Source: an optimization exercise on an open RTL-to-GDS flow (aim: small area). Production flows keep margins and buffers that such runs may drop. The RTL was checked by simulation tests, not by an equivalence proof against the original design. The clock port is modelled as an ideal driver; clocking choices that lean on that would not hold on a real chip. No activity file was given, so power comes from the tool's default toggle rates.

==> module display, before the edit <==
module display(
    input [3:0] digit0,
    input [3:0] digit1,
    input [3:0] digit2,
    input [3:0] digit3,
    input clk,
    input rst,
    input tick,
    input [1:0] cnt,
    input blink,
    input blink_enable,
    input enable,
    input btn,
    input difficulty,
    output [3:0] AN,
    output [7:0] seg
    );
    reg blank;
    reg [4:0] v;
    wire mode = btn & ~enable;
    wire blank_v = ~mode & blink & blink_enable;
    reg [3:0] dig;
    always @*
    begin
        case (cnt)
            2'd0: dig = digit0;
            2'd1: dig = digit1;
            2'd2: dig = digit2;
            default: dig = digit3;
        endcase
    end
    always @(posedge clk)
    begin
        if (rst)
        begin
            blank <= 1'b1;
            v <= 5'd28;
        end
        else if (tick)
        begin
            blank <= blank_v;
            if (!blank_v)
                v <= mode ? {1'b1, cnt[1], difficulty, cnt[0], 1'b1} : {1'b0, dig};
        end
    end
    wire [6:0] s;
    assign s[0] = (v[0] & v[1] & v[3]) | (~v[1] & v[2] & v[4]) | (v[1] & v[2] & v[3]);
    assign s[1] = (~v[1] & v[3]) | (~v[1] & ~v[2] & v[4]);
    assign s[2] = ~((v[0] & v[1]) | (~v[1] & ~v[4]) | (v[1] & v[3]) | (v[2] & ~v[3]) | (~v[2] & v[3]));
    assign s[3] = ~((~v[1] & ~v[2]) | (~v[0] & ~v[2]) | (v[1] & v[3] & v[4]) | (v[0] & v[2] & ~v[4]));
    assign s[4] = (~v[2] & v[3]) | (~v[0] & v[2]) | (v[0] & ~v[2] & ~v[4]);
    assign s[5] = (~v[0] & v[1]) | (v[2] & v[3] & v[4]);
    assign s[6] = ~((v[0]) | (v[1] & ~v[2]));
    assign AN = blank ? 4'b1111 : ~(4'b1000 >> (cnt - 2'd1));
    assign seg = {1'b1, s};
endmodule
==> module whack, before the edit <==
module whack(
    input clk,
    input rst,
    input tick,
    input [7:0] sw,
    input [4:0] led,
    input led_changed,
    input reset,
    input god_mode,
    output reg [3:0] digit0,
    output reg [3:0] digit1,
    output reg [3:0] digit2,
    output reg [3:0] digit3,
    output reg [7:0] led_out,
    output reg sound_enable
    );
    reg z;
    reg mchg;
    reg [7:0] state;
    reg god;
    wire [15:0] p;
    assign p = 16'd1 << led[3:0];
    wire [7:0] pat;
    assign pat[7] = led[4] & (p[0] | p[8] | p[10]);
    assign pat[6] = led[4] & (p[1] | p[9] | p[14]);
    assign pat[5] = led[4] & (p[2] | p[10] | p[15]);
    assign pat[4] = led[4] & (p[3] | p[11] | p[12]);
    assign pat[3] = led[4] & (p[4] | p[9] | p[12]);
    assign pat[2] = led[4] & (p[5] | p[13]);
    assign pat[1] = led[4] & (p[6] | p[11] | p[14]);
    assign pat[0] = led[4] & (p[7] | p[8] | p[13] | p[15]);
    wire chg = z ? led[4] : mchg;
    wire [7:0] lo0 = chg ? pat : led_out;
    wire [7:0] lo1 = god_mode ? 8'hff : (god ? 8'h00 : lo0);
    wire [7:0] flip = sw ^ state;
    wire hit = |(flip & lo1);
    function is9;
        input [3:0] d;
        is9 = d[0] & ~d[2] & ~d[3];
    endfunction
    function [3:0] inc;
        input [3:0] d;
        inc = is9(d) ? 4'd0 : {~d[2:0], d[3] ^ d[2]};
    endfunction
    wire n3 = is9(digit3);
    wire n2 = is9(digit2);
    wire n1 = is9(digit1);
    wire n0 = is9(digit0);
    always @(posedge clk)
    begin
        if (rst)
        begin
            z <= 1'b1;
            mchg <= 1'b0;
        end
        else
        begin
            if (tick)
                z <= reset;
            if (led_changed)
                mchg <= 1'b1;
            else if (tick)
                mchg <= 1'b0;
        end
    end
    wire en = tick | rst;
    wire clr = reset | rst;
    wire c2 = hit & n3;
    wire c1 = c2 & n2;
    always @(posedge clk)
    begin
        if (en)
        begin
            if (clr)
            begin
                digit0 <= 4'd0;
                digit1 <= 4'd0;
                digit2 <= 4'd0;
                digit3 <= 4'd0;
                state <= 8'd0;
                led_out <= 8'd0;
                sound_enable <= 1'b0;
                if (rst)
                    god <= 1'b0;
            end
            else
            begin
                led_out <= lo1 & ~flip;
                state <= sw;
                god <= god_mode;
                sound_enable <= hit;
                if (hit)
                    digit3 <= inc(digit3);
                if (c2)
                    digit2 <= inc(digit2);
                if (c1 & ~(n1 & n0))
                    digit1 <= inc(digit1);
                if (c1 & n1 & ~n0)
                    digit0 <= inc(digit0);
            end
        end
    end
endmodule
clock: 10.0 ns
lec_check: 0
cap_margin: 20
core_margin: 2
core_utilization: 70
place_density: 0.8
slew_margin: 20
standard.sh (not shown) runs the stock make flow with config.mk's settings and CLKGATE_MAP_FILE= SYNTH_SCRIPT=/design/flow/synth_recipe.tcl, a recipe that flattens the netlist after the stock synthesis.
==> flow/flow/run.sh <==
#!/bin/bash
# Layout flow: the standard flow (standard.sh: the standard synthesis and
# ORFS steps, unchanged), with three changes to how the layout is made:
#  - the port buffers are buf_1 instead of ORFS's default choice;
#  - CTS uses clkbuf_4 (root clkbuf_8) and no dummy loads;
#  - after CTS, post_cts.tcl gives the clock buffers whose flip-flop clock
#    pins would see a slow slew a clkbuf_8 instead, and legalizes again.
# Each tool's full output goes to standard.log (and ORFS's own logs under
# orfs/logs).
set -e
export BUFFER_PORTS_ARGS="-buffer_cell sky130_fd_sc_hd__buf_1"
export CTS_ARGS="-sink_clustering_enable -repair_clock_nets -dont_use_dummy_load -root_buf sky130_fd_sc_hd__clkbuf_8 -buf_list sky130_fd_sc_hd__clkbuf_4"
export POST_CTS_TCL="$PWD/flow/post_cts.tcl"
bash standard.sh > standard.log 2>&1
==> flow/flow/post_cts.tcl <==
# After CTS: give each clock buffer that drives flip-flop clock pins with a
# slow slew the next larger clock buffer, then legalize the placement again.
proc my_fix_clock_slew { limit_ns } {
  estimate_parasitics -placement
  set changed 0
  foreach inst [get_cells clkbuf_*] {
    set cell [get_property [get_lib_cells -of_objects $inst] name]
    if { $cell != "sky130_fd_sc_hd__clkbuf_4" } { continue }
    set worst 0
    foreach pin [get_pins -of_objects [get_nets -of_objects [get_pins [get_name $inst]/X]] -filter "direction == input"] {
      set s [get_property $pin slew_max]
      if { $s > $worst } { set worst $s }
    }
    if { $worst > $limit_ns } {
      replace_cell $inst sky130_fd_sc_hd__clkbuf_8
      incr changed
    }
  }
  puts "my_fix_clock_slew: $changed clock buffers upsized"
  return $changed
}
if { [my_fix_clock_slew 0.110] > 0 } {
  detailed_placement
  check_placement -verbose
  estimate_parasitics -placement
}
Change:
--- a/flow/design.v
+++ b/flow/design.v
@@ -237,29 +237,29 @@
     end
     always @(posedge clk)
     begin
         if (rst)
         begin
             blank <= 1'b1;
-            v <= 5'd28;
+            v <= 5'd15;
         end
         else if (tick)
         begin
             blank <= blank_v;
             if (!blank_v)
-                v <= mode ? {1'b1, cnt[1], difficulty, cnt[0], 1'b1} : {1'b0, dig};
+                v <= mode ? {1'b1, cnt[1], difficulty, cnt[0], 1'b0} : {1'b0, dig};
         end
     end
     wire [6:0] s;
-    assign s[0] = (v[0] & v[1] & v[3]) | (~v[1] & v[2] & v[4]) | (v[1] & v[2] & v[3]);
-    assign s[1] = (~v[1] & v[3]) | (~v[1] & ~v[2] & v[4]);
-    assign s[2] = ~((v[0] & v[1]) | (~v[1] & ~v[4]) | (v[1] & v[3]) | (v[2] & ~v[3]) | (~v[2] & v[3]));
-    assign s[3] = ~((~v[1] & ~v[2]) | (~v[0] & ~v[2]) | (v[1] & v[3] & v[4]) | (v[0] & v[2] & ~v[4]));
-    assign s[4] = (~v[2] & v[3]) | (~v[0] & v[2]) | (v[0] & ~v[2] & ~v[4]);
-    assign s[5] = (~v[0] & v[1]) | (v[2] & v[3] & v[4]);
-    assign s[6] = ~((v[0]) | (v[1] & ~v[2]));
+    assign s[0] = (v[1] & v[3]) | (~v[0] & ~v[1] & v[2]) | (v[0] & ~v[1] & ~v[2] & ~v[3]);
+    assign s[1] = ~((~v[2] & ~v[4]) | (v[1] & v[4]) | (~v[0] & ~v[1] & v[2] & ~v[3]) | (v[0] & v[1] & ~v[3]));
+    assign s[2] = ~((v[2] & ~v[3]) | (~v[1] & ~v[4]) | (v[1] & v[4]) | (~v[2] & v[3]) | (v[0] & ~v[2]));
+    assign s[3] = (~v[0] & ~v[1] & v[2]) | (v[1] & ~v[3] & v[4]) | (v[0] & v[1] & v[2]) | (v[0] & ~v[1] & ~v[2] & ~v[3]);
+    assign s[4] = (v[0]) | (~v[2] & v[3] & v[4]) | (~v[1] & v[2] & ~v[4]);
+    assign s[5] = (v[2] & v[3]) | (v[0] & ~v[2] & ~v[3]) | (v[1] & ~v[2] & ~v[4]);
+    assign s[6] = (v[0] & v[1] & v[2]) | (~v[1] & ~v[2] & ~v[3] & ~v[4]);
     assign AN = blank ? 4'b1111 : ~(4'b1000 >> (cnt - 2'd1));
     assign seg = {1'b1, s};
 endmodule
 `timescale 1ns / 1ps
 module whack(
     input clk,
@@ -294,24 +294,23 @@
     assign pat[0] = led[4] & (p[7] | p[8] | p[13] | p[15]);
     wire chg = z ? led[4] : mchg;
     wire [7:0] lo0 = chg ? pat : led_out;
     wire [7:0] lo1 = god_mode ? 8'hff : (god ? 8'h00 : lo0);
     wire [7:0] flip = sw ^ state;
     wire hit = |(flip & lo1);
-    function is9;
-        input [3:0] d;
-        is9 = d[0] & ~d[2] & ~d[3];
-    endfunction
     function [3:0] inc;
         input [3:0] d;
-        inc = is9(d) ? 4'd0 : {~d[2:0], d[3] ^ d[2]};
+        inc = {(d[2] & d[1] & d[0]) | (d[3] & ~d[0]),
+               d[2] ^ (d[1] & d[0]),
+               (d[1] ^ d[0]) & ~d[3],
+               ~d[0]};
     endfunction
-    wire n3 = is9(digit3);
-    wire n2 = is9(digit2);
-    wire n1 = is9(digit1);
-    wire n0 = is9(digit0);
+    wire n3 = digit3[3] & digit3[0];
+    wire n2 = digit2[3] & digit2[0];
+    wire n1 = digit1[3] & digit1[0];
+    wire n0 = digit0[3] & digit0[0];
     always @(posedge clk)
     begin
         if (rst)
         begin
             z <= 1'b1;
             mchg <= 1'b0;
Effect: Worst setup slack improved by 0.10 ns; cell area goes up by about 1.3%; cell count goes down by 0.97%; core utilization goes up by 0.57 points; power goes up by 1.9%; non-clock buffer count goes up by 1; worst hold slack improved by 0.0046 ns; via count goes down by about 1.1%; clock skew hardly moves; wire length goes up by 0.34%; synthesized area goes up by about 0.5%; sequential power goes up by about 0.6%; die area goes up by about 0.47%; synthesized cell count goes down by 2.2%.

==> port drivers added, routing unchanged <==
The flow's constraints put no driver on any port. The routed layouts listed below were extracted and timed again, unchanged, in two steps. Step 1 assumes that a clkbuf_16 drives the clock port and a buf_2 every other input. Step 2 times the ports against the registers' clock, not the clock port: input delays grow and output delays shrink by t, the midpoint of the rising clock arrivals with the driver on. a / b / c = no drivers / after step 1 / after step 2; a / b = the first two.
| run | t (ns) | slack for setup (ns) | hold WS [ns] | worst setup path at the end | cell pins on the clock port's net |
|---|---|---|---|---|---|
| the first run | 0.408 | 5.854 / 5.865 / 5.457 | 0.377 / 0.377 / 0.377 | input to register | 1 |
| the second run | 0.418 | 5.958 / 5.968 / 5.549 | 0.382 / 0.382 / 0.382 | input to register | 1 |
After both steps setup and hold are still met in every run listed. For the second run, which loses most, drivers alone change the setup slack by +0.010 ns; drivers and shift together by -0.409 ns.
